Background: an optimization exercise with open tools, aiming at small area, a short achievable clock period and few clock cycles per item. Do not read the settings as production practice. Function was checked by simulation only, so behaviour that the tests miss may differ from the original. The flow treats the clock pin as an ideal source. Dropping or thinning the clock tree relies on that and would not hold on a real chip. Power is estimated from default activity; no workload was simulated.

== run A ==
Design main, start of the top module:
module main(output [95:0] out,output reg [95:0]fec,output reg [15:0]crc,output reg status,input data,clock,start);
    reg [4:0]  c;        
    reg [31:0] m;        
    reg [15:0] R;        
    always @(posedge clock, posedge start) begin
        if (start) begin
            c      <= 5'd0;
            status <= 1'b0;
        end else begin
            c <= c + 1'b1;
            if (c == 5'd31) status <= 1'b1;
        end
    end
    always @(posedge clock) begin
        if (!status) m <= {data, m[31:1]};
    end
    wire fb = R[15] ^ data;
    always @(posedge clock) begin
        if (start) R <= 16'hFFFF;
        else if (!status) R <= {R[14]^fb, R[13:2], R[1]^fb, R[0], fb};
    end
    wire [47:0] u = {R[0],R[1],R[2],R[3],R[4],R[5],R[6],R[7],
                     R[8],R[9],R[10],R[11],R[12],R[13],R[14],R[15], m};
    wire [47:0] p, hi, lo;
    assign p[0] = u[0];
    assign hi[1:0] = u[1:0];
    assign lo[0] = u[0];
    assign lo[1] = p[1];
    genvar k;
    generate
        for (k = 1; k < 48; k = k + 1) begin : gp
            xor2 xp(p[k], u[k], u[k-1]);
        end
        for (k = 2; k < 48; k = k + 1) begin : gc
            xor2 xh(hi[k], u[k], p[k-2]);
            xor2 xl(lo[k], p[k], p[k-2]);
        end
    endgenerate
    integer i;
    always @* begin
        crc = R;
        for (i = 0; i < 48; i = i + 1) begin
            fec[95-2*i] = hi[i];
            fec[94-2*i] = lo[i];
        end
    end
    interleaver C(fec[23:0],fec[47:24],fec[71:48],fec[95:72],out);
endmodule
Size: ~340 cells after synthesis, roughly 210 I/O pins.
clock: 6.0 ns
lec_check: 0
cap_margin: 20
core_margin: 2
core_utilization: 40
slew_margin: 20
synth_hierarchical: 1
synth_minimum_keep_size: 0
standard.sh (not shown) runs the stock make flow with config.mk's settings and CLKGATE_MAP_FILE= SYNTH_SCRIPT=/design/flow/synth_recipe.tcl, a recipe that flattens the netlist after the stock synthesis.
==> flow/flow/run.sh <==
#!/bin/bash
# Standard ORFS layout (the standard.sh, unchanged synthesis), with the
# port buffers made from the smallest plain buffer instead of a delay cell.
set -euo pipefail
bash standard.sh 'BUFFER_PORTS_ARGS=-buffer_cell sky130_fd_sc_hd__buf_1' finish > standard_flow.log 2>&1
Run A: PASS, flow complete, no timing, DRC or antenna violations
Testbench counts of run A, summed over its fixed seeds: cycles 16,896, messages 512.
Input-level comparison between run B and run A:
Settings: an added SETUP_SLACK_MARGIN of 3.25.
[summary]
Diff run A..run B | post-synthesis share of cell area spent on xor and xnor gates | unchanged. Run B against run A: maximum ir drop on the vdd rail now sits lower, wire length on met3 rose by about 3.2%, share of cell area taken by multi-input logic gates rose 3.1 points, met2 usage in global routing now larger.
diff inputs: run B => run C
Settings: SETUP_SLACK_MARGIN removed (was 3.25); CTS_BUF_LIST newly set to sky130_fd_sc_hd__clkbuf_8; CTS_CLUSTER_SIZE newly set to 30; CTS_CLUSTER_DIAMETER newly set to 200.
Run C | status: complete | timing, DRC, antenna: pass
Across both runs, synthesis-to-layout area growth was lower for run C than for run B.
Max clock period minus final worst setup slack across run C and run B: run C
Comparing run C and run B, the lower setup slack is on run C.
Routed wire length per instance sits lower in run C than in run B.

========
Setup of the reference run:
main again, from the RTL that the note above started with.
Settings: LEC_CHECK=0, CAP_MARGIN=20, CORE_MARGIN=2, CORE_UTILIZATION=65, SLEW_MARGIN=20, SYNTH_HIERARCHICAL=1, SYNTH_MINIMUM_KEEP_SIZE=0; clock period 6.0 ns.
==> flow/flow/run.sh <==
#!/bin/bash
# Standard ORFS layout (the standard.sh, unchanged synthesis), with the
# port buffers made from the smallest plain buffer instead of a delay cell,
# a flat one-level clock distribution (flow/clk.tcl) instead of an H-tree,
# and greedy gate sizing on global-route parasitics (flow/grt.tcl, flow/size.tcl).
set -euo pipefail
bash standard.sh 'BUFFER_PORTS_ARGS=-buffer_cell sky130_fd_sc_hd__buf_1' \
  "PRE_CTS_TCL=$PWD/flow/clk.tcl" "PRE_GLOBAL_ROUTE_TCL=$PWD/flow/grt.tcl" \
  finish > standard_flow.log 2>&1
==> flow/flow/clk.tcl <==
# Manual clock distribution, sourced before CTS in place of clock_tree_synthesis:
# the clock port drives NBUF clock buffers, each feeding the flip-flops of one
# vertical slice of the placement (every register sees the same one-buffer path).
set nbuf [expr {[info exists ::env(CLK_NBUF)] ? $::env(CLK_NBUF) : 2}]
set bufcell [expr {[info exists ::env(CLK_BUF)] ? $::env(CLK_BUF) : "sky130_fd_sc_hd__clkbuf_16"}]
set block [ord::get_db_block]
set clknet [$block findNet clock]
set sinks {}
foreach it [$clknet getITerms] {
  set inst [$it getInst]
  set b [$inst getBBox]
  lappend sinks [list $it [expr {([$b xMin] + [$b xMax]) / 2}] [expr {([$b yMin] + [$b yMax]) / 2}]]
}
set sinks [lsort -integer -index 1 $sinks]
set n [llength $sinks]
set master [[ord::get_db] findMaster $bufcell]
for {set g 0} {$g < $nbuf} {incr g} {
  set lo [expr {$g * $n / $nbuf}]
  set hi [expr {($g + 1) * $n / $nbuf - 1}]
  set grp [lrange $sinks $lo $hi]
  set sx 0; set sy 0
  foreach s $grp { incr sx [lindex $s 1]; incr sy [lindex $s 2] }
  set cx [expr {$sx / [llength $grp]}]
  set cy [expr {$sy / [llength $grp]}]
  set buf [odb::dbInst_create $block $master clkbuf_man_$g]
  set net [odb::dbNet_create $block clknet_man_$g]
  $net setSigType CLOCK
  [$buf findITerm A] connect $clknet
  [$buf findITerm X] connect $net
  foreach s $grp { set it [lindex $s 0]; $it disconnect; $it connect $net }
  $buf setLocation $cx $cy
  $buf setPlacementStatus PLACED
  puts "clock buffer $g: [llength $grp] sinks at $cx $cy"
}
set_propagated_clock [all_clocks]
proc clock_tree_synthesis {args} { puts "clock_tree_synthesis skipped: manual clock buffers" }
==> flow/flow/grt.tcl <==
# Sourced before global routing: the timing repair that follows global routing
# runs the greedy sizing in flow/size.tcl on global-route parasitics instead.
set ::sz_script [file join [file dirname [info script]] size.tcl]
proc repair_timing_helper {args} { source $::sz_script }
==> flow/flow/size.tcl <==
if {![info exists ::sz_keep_parasitics]} { estimate_parasitics -global_routing }
proc sz_area {} {
  set a 0
  foreach i [get_cells *] {
    set lc [get_lib_cells -quiet [get_property $i ref_name]]
    if {$lc ne ""} { set a [expr {$a + [get_property $lc area]}] }
  }
  return $a
}
proc sz_family {ref} {
  if {![regexp {^(sky130_fd_sc_hd__\w+?)_(\d+)$} $ref -> base sz]} { return {} }
  set out {}
  foreach lc [get_lib_cells -quiet ${base}_*] {
    set n [get_name $lc]
    if {[lsearch $::env(DONT_USE_CELLS) $n] >= 0} continue
    if {[regexp "^${base}_(\\d+)\$" $n -> s2] && $s2 > $sz} { lappend out [list $n $s2] }
  }
  return [lsort -integer -index 1 $out]
}
proc sz_carea {ref} { return [get_property [get_lib_cells $ref] area] }
set sz_period [expr {[info exists ::env(FLOW_PERIOD_NS)] ? $::env(FLOW_PERIOD_NS) : 6.0}]
set sz_A [sz_area]
set sz_best [expr {($sz_period - [worst_slack -max]) * $sz_A}]
set sz_bestn 0
set sz_done {}
puts "size: start period [expr {$sz_period - [worst_slack -max]}] area $sz_A"
for {set it 0} {$it < 200} {incr it} {
  set pe [lindex [find_timing_paths -path_delay max -group_path_count 1 -sort_by_slack] 0]
  set ep [get_property $pe endpoint]
  set s0 [get_property $ep slack_max]
  set cands {}
  foreach pt [get_property $pe points] {
    set pin [get_property $pt pin]
    if {[string first / [get_full_name $pin]] < 0} continue
    lappend cands [get_full_name [get_cells -of_objects $pin]]
  }
  set pick {}; set rate 0
  foreach c [lsort -unique $cands] {
    set cell [get_cells $c]
    set ref [get_property $cell ref_name]
    foreach f [sz_family $ref] {
      set n [lindex $f 0]
      replace_cell $cell $n
      set g [expr {[get_property $ep slack_max] - $s0}]
      set da [expr {[sz_carea $n] - [sz_carea $ref]}]
      replace_cell $cell $ref
      if {$da > 0 && $g > 0 && $g / $da > $rate} { set rate [expr {$g / $da}]; set pick [list $c $ref $n $da] }
    }
  }
  if {$pick eq ""} break
  replace_cell [get_cells [lindex $pick 0]] [lindex $pick 2]
  set sz_A [expr {$sz_A + [lindex $pick 3]}]
  lappend sz_done $pick
  set sc [expr {($sz_period - [worst_slack -max]) * $sz_A}]
  if {$sc < $sz_best} { set sz_best $sc; set sz_bestn [llength $sz_done] }
}
# undo the moves after the best state
for {set i [expr {[llength $sz_done] - 1}]} {$i >= $sz_bestn} {incr i -1} {
  set d [lindex $sz_done $i]
  replace_cell [get_cells [lindex $d 0]] [lindex $d 1]
}
foreach d [lrange $sz_done 0 [expr {$sz_bestn - 1}]] { puts "size: [lindex $d 0] [lindex $d 1] -> [lindex $d 2]" }
puts "size: kept $sz_bestn of [llength $sz_done] moves; period [expr {$sz_period - [worst_slack -max]}] area [sz_area]"
Testbench counts of the reference run, summed over its fixed seeds: cycles 16,896, messages 512.
The inputs of the trial run differ from those of the reference run as listed below.
- changing CORE_UTILIZATION from 65 to 40
==> flow/flow/run.sh <==
#!/bin/bash
# Standard ORFS layout (the standard.sh, unchanged synthesis), with the
# port buffers made from the smallest plain buffer instead of a delay cell,
# and a flat one-level clock distribution (flow/clk.tcl) instead of an H-tree.
set -euo pipefail
bash standard.sh 'BUFFER_PORTS_ARGS=-buffer_cell sky130_fd_sc_hd__buf_1' \
  "PRE_CTS_TCL=$PWD/flow/clk.tcl" finish > standard_flow.log 2>&1
--- a/flow/flow/clk.tcl
+++ b/flow/flow/clk.tcl
@@ -36 +36,2 @@
 proc clock_tree_synthesis {args} { puts "clock_tree_synthesis skipped: manual clock buffers" }
+source [file join [file dirname [info script]] size.tcl]
--- a/flow/flow/size.tcl
+++ b/flow/flow/size.tcl
@@ -1,2 +1,2 @@
-if {![info exists ::sz_keep_parasitics]} { estimate_parasitics -global_routing }
+if {![info exists ::sz_keep_parasitics]} { estimate_parasitics -placement }
 proc sz_area {} {
removed: flow/flow/grt.tcl
==> run notes <==
Between the reference run and the trial run, register-to-register slack is higher for the reference run, the trial run comes in under that. Compared the trial run against the reference run; arrival time at the worst endpoint within noise. The reference run -> the trial run: number of cells on the critical path delta 0, exact match. Post-place instance area in the trial run is 41 sq um higher than in the reference run.
In every run of this note, the design's own scripts or RTL, not TritonCTS, make the clock network.

==> static timing again, ports no longer ideal <==
Ports are ideal in the flow. The routed layouts listed here were re-timed in OpenROAD. Step 1: set_driving_cell puts a clkbuf_16 on clock and a buf_2 on each other input, an assumption about the parent block. Step 2 also shifts input and output timing later by t, the mid clock arrival at the registers, as if the neighbouring blocks saw the same clock. a / b / c = ideal ports / drivers / drivers and shift; a / b = the first two.
run	t, ns	setup WS [ns]	worst slew at a driven data input, ns	cell pins on the clock port's net
run A	0.325	3.070 / 3.040 / 3.365	0.03	1
run B	0.325	3.212 / 3.181 / 3.506	0.03	1
run C	0.324	3.071 / 3.041 / 3.365	0.03	1
the reference run	0.207	3.252 / 3.206 / 3.413	0.03	2
the trial run	0.214	3.238 / 3.186 / 3.400	0.03	2
After both steps every run listed still meets setup and hold.
